This is an optimization exercise on Yosys and OpenROAD, whose aim is small area, not a production implementation. Function was checked by simulation only, so behaviour that the tests miss may differ from the original. The flow treats the clock pin as an ideal source. Dropping or thinning the clock tree relies on that and would not hold on a real chip. No activity file was given, so power comes from the tool's default toggle rates.

==> flow/design.v (excerpt) <==
module audiothrough(
    clk,
    rst,
    adc_cs,
    adc_clk,
    adc_din,
    adc_dout,
    dac_cs,
    dac_clk,
    dac_sdi,
    data_out,
    x0,
    x0_neg,
    x1,
    x1_neg,
    x2,
    x2_neg,
    y1,
    y1_neg,
    y2,
    y2_neg
);
output adc_cs, adc_clk, adc_din, dac_cs, dac_clk, dac_sdi;
input clk, rst, adc_dout, x0_neg, x1_neg, x2_neg, y1_neg, y2_neg;
input [16:0] x0, x1, x2, y1, y2;
output [9:0] data_out;
reg [4:0] c;
reg [4:0] r;     
reg act;         
wire [10:0] t_inc = {1'b0, r, c} + 11'd1;
wire frame_end = t_inc[10];      
always @ (posedge clk)
    if (rst) begin
        {r, c} <= 10'd320;
        act <= 0;
    end else begin
        {r, c} <= frame_end ? 10'd320 : t_inc[9:0];
        if (frame_end)
            act <= 1;
    end
wire busy = act && r <= 26;      
assign adc_clk = c[4];
assign dac_clk = c[4];
assign adc_cs = !busy;
assign dac_cs = !busy;
assign adc_din = act && r == 10;
reg [9:0] dout_r;
assign data_out = dout_r;
reg dbit;
always @ (*)
    case (r)
        5'd14: dbit = dout_r[9];
        5'd15: dbit = dout_r[8];
        5'd16: dbit = dout_r[7];
        5'd17: dbit = dout_r[6];
        5'd18: dbit = dout_r[5];
        5'd19: dbit = dout_r[4];
        5'd20: dbit = dout_r[3];
        5'd21: dbit = dout_r[2];
        5'd22: dbit = dout_r[1];
        5'd23: dbit = dout_r[0];
        5'd12, 5'd13: dbit = 1'b1;
        default: dbit = 1'b0;
    endcase
assign dac_sdi = act && dbit;
reg [16:0] coef;
reg neg, vsel, bsel_a, bsel_b, wr_a, wr_b, swp, op;
always @ (*) begin
    coef = x0; neg = x0_neg; vsel = 0; bsel_a = 0; bsel_b = 0;
    wr_a = 0; wr_b = 0; swp = 0; op = 1;
    case (r)             
        5'd27: begin coef = x0; neg = x0_neg; bsel_a = 1; wr_a = 1; end
        5'd28: begin coef = x1; neg = x1_neg; bsel_b = 1; wr_b = 1; end
        5'd29: begin coef = x0; neg = x0_neg; bsel_b = 1; wr_b = 1; end
        5'd30: begin coef = y1; neg = y1_neg; vsel = 1; bsel_b = 1; wr_b = 1; end
        5'd31: begin coef = y2; neg = y2_neg; vsel = 1; wr_a = 1; end
        5'd10: begin coef = x2; neg = x2_neg; bsel_a = 1; wr_a = 1; end
  ...
For scale: ~310 cells after synthesis, ~110 I/O pins.
export LEC_CHECK = 0
export CAP_MARGIN = 0
export CORE_MARGIN = 2
export CORE_UTILIZATION = 40
export SLEW_MARGIN = 0
create_clock -name core_clock -period 20.0 [get_ports {clk}]
standard.sh (not shown) runs the stock make flow with config.mk's settings and CLKGATE_MAP_FILE= SYNTH_SCRIPT=/design/flow/synth_recipe.tcl, a recipe that flattens the netlist after the stock synthesis.
==> flow/flow/run.sh <==
#!/bin/bash
# The standard layout (standard.sh), run on a copy of ORFS's scripts
# with these changes to how the layout is made:
#  - synthesis maps logic with an area-oriented ABC script (flow/abc.script)
#    in place of abc_speed.script, and buffers pass-through wires with
#    buf_1 in place of buf_4; the rest of the synthesis script is ORFS's
#    own, so registers and names are those of standard synthesis;
#  - each port is buffered by the smallest buffer cell (buf_1);
#  - the clock tree is built by flow/manual_cts.tcl in place of
#    clock_tree_synthesis: the clock port drives three clkbuf_16 cells,
#    each driving the clock pins of one group of nearby registers.  The
#    rest of ORFS's CTS step (placement legalisation, timing repair) runs
#    as usual.
# Each step's full output is in orfs/logs/; make's own output is in
# flow.log.
set -euo pipefail
here=$(pwd)
rm -rf "$here/orfs_scripts"
cp -r "$FLOW_HOME/scripts" "$here/orfs_scripts"
cp "$here/flow/abc.script" "$here/orfs_scripts/abc_speed.script"
python3 - "$here/orfs_scripts" "$here/flow/manual_cts.tcl" <<'PY'
import sys
scripts, manual = sys.argv[1], sys.argv[2]
def edit(name, old, new):
    path = scripts + "/" + name
    s = open(path).read()
    assert s.count(old) == 1, (name, old)
    open(path, "w").write(s.replace(old, new))
edit("cts.tcl", "log_cmd clock_tree_synthesis {*}$cts_args",
     "source " + manual + "\nmanual_cts 3 sky130_fd_sc_hd__clkbuf_16")
edit("synth.tcl", "insbuf -buf {*}$::env(MIN_BUF_CELL_AND_PORTS)",
     "insbuf -buf sky130_fd_sc_hd__buf_1 A X")
PY
export SCRIPTS_DIR="$here/orfs_scripts"
export BUFFER_PORTS_ARGS="-buffer_cell sky130_fd_sc_hd__buf_1"
bash standard.sh > flow.log 2>&1
Other scripts of this flow, unchanged in this note and not shown: flow/flow/abc.script, flow/flow/manual_cts.tcl
The starting point went through all stages and came out clean.
==> next run, changes <==
Settings changed: CAP_MARGIN 0 to 20, SLEW_MARGIN 0 to 20.
After rerunning: Die area does not change. Area after synthesis stays the same. Setup slack improves by 14 ps. Core utilization came out higher by 0.34 points. Design area increases by 0.70%.
==> next run, changes <==
--- a/flow/flow/run.sh
+++ b/flow/flow/run.sh
@@ -8,2 +8,5 @@
 #  - each port is buffered by the smallest buffer cell (buf_1);
+#  - right after the ports are buffered, each net that a logic cell drives
+#    into 12 or more loads gets one buf_1 (flow/buffer_fanout.tcl), so that
+#    repair_design need not upsize its driver;
 #  - the clock tree is built by flow/manual_cts.tcl in place of
@@ -20,5 +23,5 @@
 cp "$here/flow/abc.script" "$here/orfs_scripts/abc_speed.script"
-python3 - "$here/orfs_scripts" "$here/flow/manual_cts.tcl" <<'PY'
+python3 - "$here/orfs_scripts" "$here/flow" <<'PY'
 import sys
-scripts, manual = sys.argv[1], sys.argv[2]
+scripts, flow = sys.argv[1], sys.argv[2]
 def edit(name, old, new):
@@ -29,5 +32,8 @@
 edit("cts.tcl", "log_cmd clock_tree_synthesis {*}$cts_args",
-     "source " + manual + "\nmanual_cts 3 sky130_fd_sc_hd__clkbuf_16")
+     "source " + flow + "/manual_cts.tcl\nmanual_cts 3 sky130_fd_sc_hd__clkbuf_16")
 edit("synth.tcl", "insbuf -buf {*}$::env(MIN_BUF_CELL_AND_PORTS)",
      "insbuf -buf sky130_fd_sc_hd__buf_1 A X")
+edit("global_place.tcl", "buffer_ports {*}[env_var_or_empty BUFFER_PORTS_ARGS]",
+     "buffer_ports {*}[env_var_or_empty BUFFER_PORTS_ARGS]\n    source " + flow
+     + "/buffer_fanout.tcl\n    buffer_high_fanout 12 sky130_fd_sc_hd__buf_1")
 PY
==> flow/flow/buffer_fanout.tcl (new file) <==
# Buffer each net that a logic cell drives into many loads with one buf_1,
# which can drive that load, so that repair_design need not upsize the
# driver to a much larger cell.
proc buffer_high_fanout {min_fanout buf_cell} {
  set block [ord::get_db_block]
  set nets {}
  foreach net [$block getNets] {
    set st [$net getSigType]
    if {$st == "POWER" || $st == "GROUND" || $st == "CLOCK"} { continue }
    if {[llength [$net getBTerms]] > 0} { continue }
    set drv ""
    set loads 0
    foreach it [$net getITerms] {
      if {[$it isOutputSignal]} {
        set drv [[[$it getInst] getMaster] getName]
      } else {
        incr loads
      }
    }
    if {$drv == "" || $loads < $min_fanout} { continue }
    if {[string match "*df*" $drv] || [string match "*buf*" $drv]} { continue }
    lappend nets [$net getName]
  }
  foreach n $nets {
    puts "buffer_high_fanout: $n"
    insert_buffer -buffer_cell $buf_cell -net $n
  }
}
Settings changed: CAP_MARGIN 20 to 0, SLEW_MARGIN 20 to 0.
Result: The new run produced a clean layout; worst setup slack got worse by 15 ps; wire length increases by 3.3%; area after synthesis is unchanged.
No run of this note takes its clock network from TritonCTS; it comes from the design's own scripts or RTL.

Another version of the RTL of audiothrough (not shown whole).
For scale: ~460 cells after synthesis, about 110 I/O pins.
==> flow/config.mk <==
export PLATFORM = sky130hd
export DESIGN_NAME = audiothrough
export DESIGN_NICKNAME = audiothrough
export VERILOG_FILES = /design/flow/design.v
export SDC_FILE = /design/flow/constraint.sdc
export NUM_CORES = 4
export LEC_CHECK = 0
export CAP_MARGIN = 20
export CORE_MARGIN = 2
export CORE_UTILIZATION = 40
export CTS_BUF_LIST = sky130_fd_sc_hd__clkbuf_4
export CTS_CLUSTER_SIZE = 30
export SLEW_MARGIN = 20
==> flow/constraint.sdc <==
create_clock -name core_clock -period 20.0 [get_ports {clk}]
set_input_delay 4.0000 -clock core_clock [delete_from_list [all_inputs] [get_ports {clk}]]
set_output_delay 4.0000 -clock core_clock [all_outputs]
set_load 0.01 [all_outputs]
run.sh (not shown) runs the stock make flow with config.mk's settings and CLKGATE_MAP_FILE= SYNTH_SCRIPT=/design/flow/synth_recipe.tcl, a recipe that flattens the netlist after the stock synthesis.
Stock flow here: none of the scripts above is used.
Edit:
--- a/flow/config.mk
+++ b/flow/config.mk
@@ -11,2 +10,0 @@
-export CTS_BUF_LIST = sky130_fd_sc_hd__clkbuf_4
-export CTS_CLUSTER_SIZE = 30
Effect:
- utilization is higher by 0.78 points
- maximum frequency came out higher by 1.0%
- cell area is higher by about 1.5%
- count of clock-buffer cells in the layout increases by 2
- power came out higher by 12%
- worst hold slack got worse by 0.0046 ns
- non-clock buffer count is unchanged
- via count is about the same

audiothrough, a different RTL version from the one above (not shown whole).
For scale: roughly 310 cells after synthesis, about 78 flip-flops, roughly 110 I/O pins, about 3200 µm² of cells after synthesis.
==> flow/design.v (excerpt) <==
module audiothrough(
    clk,
    rst,
    adc_cs,
    adc_clk,
    adc_din,
    adc_dout,
    dac_cs,
    dac_clk,
    dac_sdi,
    data_out,
    x0,
    x0_neg,
    x1,
    x1_neg,
    x2,
    x2_neg,
    y1,
    y1_neg,
    y2,
    y2_neg
);
clock: 20.0 ns
lec_check: 0
cap_margin: 20
core_margin: 2
core_utilization: 40
slew_margin: 20
standard.sh (not shown) runs the stock make flow with config.mk's settings and CLKGATE_MAP_FILE= SYNTH_SCRIPT=/design/flow/synth_recipe.tcl, a recipe that flattens the netlist after the stock synthesis.
==> flow/flow/run.sh <==
#!/bin/bash
# The standard layout (standard.sh), run on a copy of ORFS's scripts
# with these changes to how the layout is made:
#  - synthesis maps logic with an area-oriented ABC script (flow/abc.script)
#    in place of abc_speed.script, and buffers pass-through wires with
#    buf_1 in place of buf_4; the rest of the synthesis script is ORFS's
#    own, so registers and names are those of standard synthesis;
#  - each port is buffered by the smallest buffer cell (buf_1);
#  - the clock tree is built by flow/manual_cts.tcl in place of
#    clock_tree_synthesis: the clock port drives three clkbuf_16 cells,
#    each driving the clock pins of one group of nearby registers.  The
#    rest of ORFS's CTS step (placement legalisation, timing repair) runs
#    as usual.
# Each step's full output is in orfs/logs/; make's own output is in
# flow.log.
set -euo pipefail
here=$(pwd)
rm -rf "$here/orfs_scripts"
cp -r "$FLOW_HOME/scripts" "$here/orfs_scripts"
cp "$here/flow/abc.script" "$here/orfs_scripts/abc_speed.script"
python3 - "$here/orfs_scripts" "$here/flow/manual_cts.tcl" <<'PY'
import sys
scripts, manual = sys.argv[1], sys.argv[2]
def edit(name, old, new):
    path = scripts + "/" + name
    s = open(path).read()
    assert s.count(old) == 1, (name, old)
    open(path, "w").write(s.replace(old, new))
edit("cts.tcl", "log_cmd clock_tree_synthesis {*}$cts_args",
     "source " + manual + "\nmanual_cts 3 sky130_fd_sc_hd__clkbuf_16")
edit("synth.tcl", "insbuf -buf {*}$::env(MIN_BUF_CELL_AND_PORTS)",
     "insbuf -buf sky130_fd_sc_hd__buf_1 A X")
PY
export SCRIPTS_DIR="$here/orfs_scripts"
export BUFFER_PORTS_ARGS="-buffer_cell sky130_fd_sc_hd__buf_1"
bash standard.sh > flow.log 2>&1
==> flow/flow/abc.script <==
&get -n
&st
&deepsyn -J 500 -T 900
&dch
&nf -R 1000
&put
mfs2
strash
&get -n
&dch
&nf -R 1000
&put
topo
stime -c
buffer -c
upsize -c
dnsize -c
Other scripts of this flow, unchanged in this note and not shown: flow/flow/manual_cts.tcl
The baseline passed the timing, design-rule and antenna checks.
==> next run, changes <==
==> flow/flow/abc.script (replaced) <==
&get -n
&st
&deepsyn -J 500 -T 900
&dch
&nf -R 1000
&put
mfs2
strash
&get -n
&dch
&nf -R 1000
&put
topo
- worst setup slack barely changes
- wire length is lower by 6.0%
- clock power shrinks by about 0.6%
- cell area goes down by 0.56%
- synthesized area goes down by 3.2%
- global-route usage hardly moves
- core utilization rises by 0.49 points
- final cell count is higher by 0.39%
==> next run, changes <==
--- a/flow/flow/run.sh
+++ b/flow/flow/run.sh
@@ -7,4 +7,7 @@
 #    own, so registers and names are those of standard synthesis;
 #  - each port is buffered by the smallest buffer cell (buf_1);
+#  - right after the ports are buffered, each net that a logic cell drives
+#    into 12 or more loads gets one buf_1 (flow/buffer_fanout.tcl), so that
+#    repair_design need not upsize its driver;
 #  - the clock tree is built by flow/manual_cts.tcl in place of
 #    clock_tree_synthesis: the clock port drives three clkbuf_16 cells,
@@ -19,7 +22,7 @@
 cp -r "$FLOW_HOME/scripts" "$here/orfs_scripts"
 cp "$here/flow/abc.script" "$here/orfs_scripts/abc_speed.script"
-python3 - "$here/orfs_scripts" "$here/flow/manual_cts.tcl" <<'PY'
+python3 - "$here/orfs_scripts" "$here/flow" <<'PY'
 import sys
-scripts, manual = sys.argv[1], sys.argv[2]
+scripts, flow = sys.argv[1], sys.argv[2]
 def edit(name, old, new):
     path = scripts + "/" + name
@@ -28,7 +31,10 @@
     open(path, "w").write(s.replace(old, new))
 edit("cts.tcl", "log_cmd clock_tree_synthesis {*}$cts_args",
-     "source " + manual + "\nmanual_cts 3 sky130_fd_sc_hd__clkbuf_16")
+     "source " + flow + "/manual_cts.tcl\nmanual_cts 3 sky130_fd_sc_hd__clkbuf_16")
 edit("synth.tcl", "insbuf -buf {*}$::env(MIN_BUF_CELL_AND_PORTS)",
      "insbuf -buf sky130_fd_sc_hd__buf_1 A X")
+edit("global_place.tcl", "buffer_ports {*}[env_var_or_empty BUFFER_PORTS_ARGS]",
+     "buffer_ports {*}[env_var_or_empty BUFFER_PORTS_ARGS]\n    source " + flow
+     + "/buffer_fanout.tcl\n    buffer_high_fanout 12 sky130_fd_sc_hd__buf_1")
 PY
 export SCRIPTS_DIR="$here/orfs_scripts"
==> flow/flow/abc.script (replaced) <==
&get -n
&st
&deepsyn -J 500 -T 900
&dch
&nf -R 1000
&put
topo
==> flow/flow/buffer_fanout.tcl (new file) <==
# Buffer each net that a logic cell drives into many loads with one buf_1,
# which can drive that load, so that repair_design need not upsize the
# driver to a much larger cell.
proc buffer_high_fanout {min_fanout buf_cell} {
  set block [ord::get_db_block]
  set nets {}
  foreach net [$block getNets] {
    set st [$net getSigType]
    if {$st == "POWER" || $st == "GROUND" || $st == "CLOCK"} { continue }
    if {[llength [$net getBTerms]] > 0} { continue }
    set drv ""
    set loads 0
    foreach it [$net getITerms] {
      if {[$it isOutputSignal]} {
        set drv [[[$it getInst] getMaster] getName]
      } else {
        incr loads
      }
    }
    if {$drv == "" || $loads < $min_fanout} { continue }
    if {[string match "*df*" $drv] || [string match "*buf*" $drv]} { continue }
    lappend nets [$net getName]
  }
  foreach n $nets {
    puts "buffer_high_fanout: $n"
    insert_buffer -buffer_cell $buf_cell -net $n
  }
}
CAP_MARGIN = 0   (was 20)
SLEW_MARGIN = 0   (was 20)
What happened: The new run finished clean. Total power is lower by 0.61%. Final cell count is unchanged. Wire length is higher by 1.5%. Cell area is lower by 0.59%. Fmax is higher by 0.92%.
==> next run, changes <==
--- a/flow/flow/run.sh
+++ b/flow/flow/run.sh
@@ -7,7 +7,4 @@
 #    own, so registers and names are those of standard synthesis;
 #  - each port is buffered by the smallest buffer cell (buf_1);
-#  - right after the ports are buffered, each net that a logic cell drives
-#    into 12 or more loads gets one buf_1 (flow/buffer_fanout.tcl), so that
-#    repair_design need not upsize its driver;
 #  - the clock tree is built by flow/manual_cts.tcl in place of
 #    clock_tree_synthesis: the clock port drives three clkbuf_16 cells,
@@ -22,7 +19,7 @@
 cp -r "$FLOW_HOME/scripts" "$here/orfs_scripts"
 cp "$here/flow/abc.script" "$here/orfs_scripts/abc_speed.script"
-python3 - "$here/orfs_scripts" "$here/flow" <<'PY'
+python3 - "$here/orfs_scripts" "$here/flow/manual_cts.tcl" <<'PY'
 import sys
-scripts, flow = sys.argv[1], sys.argv[2]
+scripts, manual = sys.argv[1], sys.argv[2]
 def edit(name, old, new):
     path = scripts + "/" + name
@@ -31,10 +28,7 @@
     open(path, "w").write(s.replace(old, new))
 edit("cts.tcl", "log_cmd clock_tree_synthesis {*}$cts_args",
-     "source " + flow + "/manual_cts.tcl\nmanual_cts 3 sky130_fd_sc_hd__clkbuf_16")
+     "source " + manual + "\nmanual_cts 3 sky130_fd_sc_hd__clkbuf_16")
 edit("synth.tcl", "insbuf -buf {*}$::env(MIN_BUF_CELL_AND_PORTS)",
      "insbuf -buf sky130_fd_sc_hd__buf_1 A X")
-edit("global_place.tcl", "buffer_ports {*}[env_var_or_empty BUFFER_PORTS_ARGS]",
-     "buffer_ports {*}[env_var_or_empty BUFFER_PORTS_ARGS]\n    source " + flow
-     + "/buffer_fanout.tcl\n    buffer_high_fanout 12 sky130_fd_sc_hd__buf_1")
 PY
 export SCRIPTS_DIR="$here/orfs_scripts"
==> flow/flow/abc.script (replaced) <==
&get -n
&st
&deepsyn -J 200 -T 900
&dch
&nf -R 1000
&put
mfs2
strash
&get -n
&dch
&nf -R 1000
&put
topo
CAP_MARGIN = 20   (was 0)
SLEW_MARGIN = 20   (was 0)
removed: flow/flow/buffer_fanout.tcl
Result:
- synthesized area went down by 0.55%
- combinational power went up by about 4%
- via count went down by 0.58%
- die area went down by 0.53%
- routed wire length went down by 1.5%
- power went up by 0.61%
- sequential share of layout area went down by 0.24 points
- fmax went down by 0.91%
No run of this note takes its clock network from TritonCTS; it comes from the design's own scripts or RTL.

==> re-timing with driven ports <==
No port has a modelled driver above. Below, the same layouts with a new extraction and two added sets of constraints.
Step 1: set_driving_cell puts a clkbuf_16 on clk and a buf_2 on each other input, an assumption about the parent block.
Step 2 also shifts input and output timing later by t, the mid clock arrival at the registers, as if the neighbouring blocks saw the same clock.
a / b / c = no drivers / after step 1 / after step 2; a / b = the first two.
run | t, ns | slack for setup (ns) | worst setup path after step 2 | worst slew at a driven data input, ns | pins driven straight from the clock port
the first run of note 1 | 0.221 | 9.093 / 9.136 / 8.915 | input to register | 0.04 | 3
the second run of note 1 | 0.221 | 9.108 / 9.149 / 8.928 | input to register | 0.04 | 3
the third run of note 1 | 0.224 | 9.093 / 9.136 / 8.912 | input to register | 0.04 | 3
the first run of note 2 | 0.457 | 13.412 / 13.379 / 13.248 | input to register | 0.05 | 1
the second run of note 2 | 0.384 | 13.478 / 13.441 / 13.236 | input to register | 0.05 | 1
the first run of note 3 | 0.221 | 9.031 / 9.073 / 8.852 | input to register | 0.05 | 3
the second run of note 3 | 0.218 | 9.029 / 9.071 / 8.853 | input to register | 0.04 | 3
the third run of note 3 | 0.223 | 9.129 / 9.177 / 8.954 | input to register | 0.05 | 3
the fourth run of note 3 | 0.218 | 9.029 / 9.071 / 8.853 | input to register | 0.04 | 3
After both steps every run listed still meets setup and hold. For the second run of note 2, which loses most, drivers alone change the setup slack by -0.037 ns; drivers and shift together by -0.242 ns.
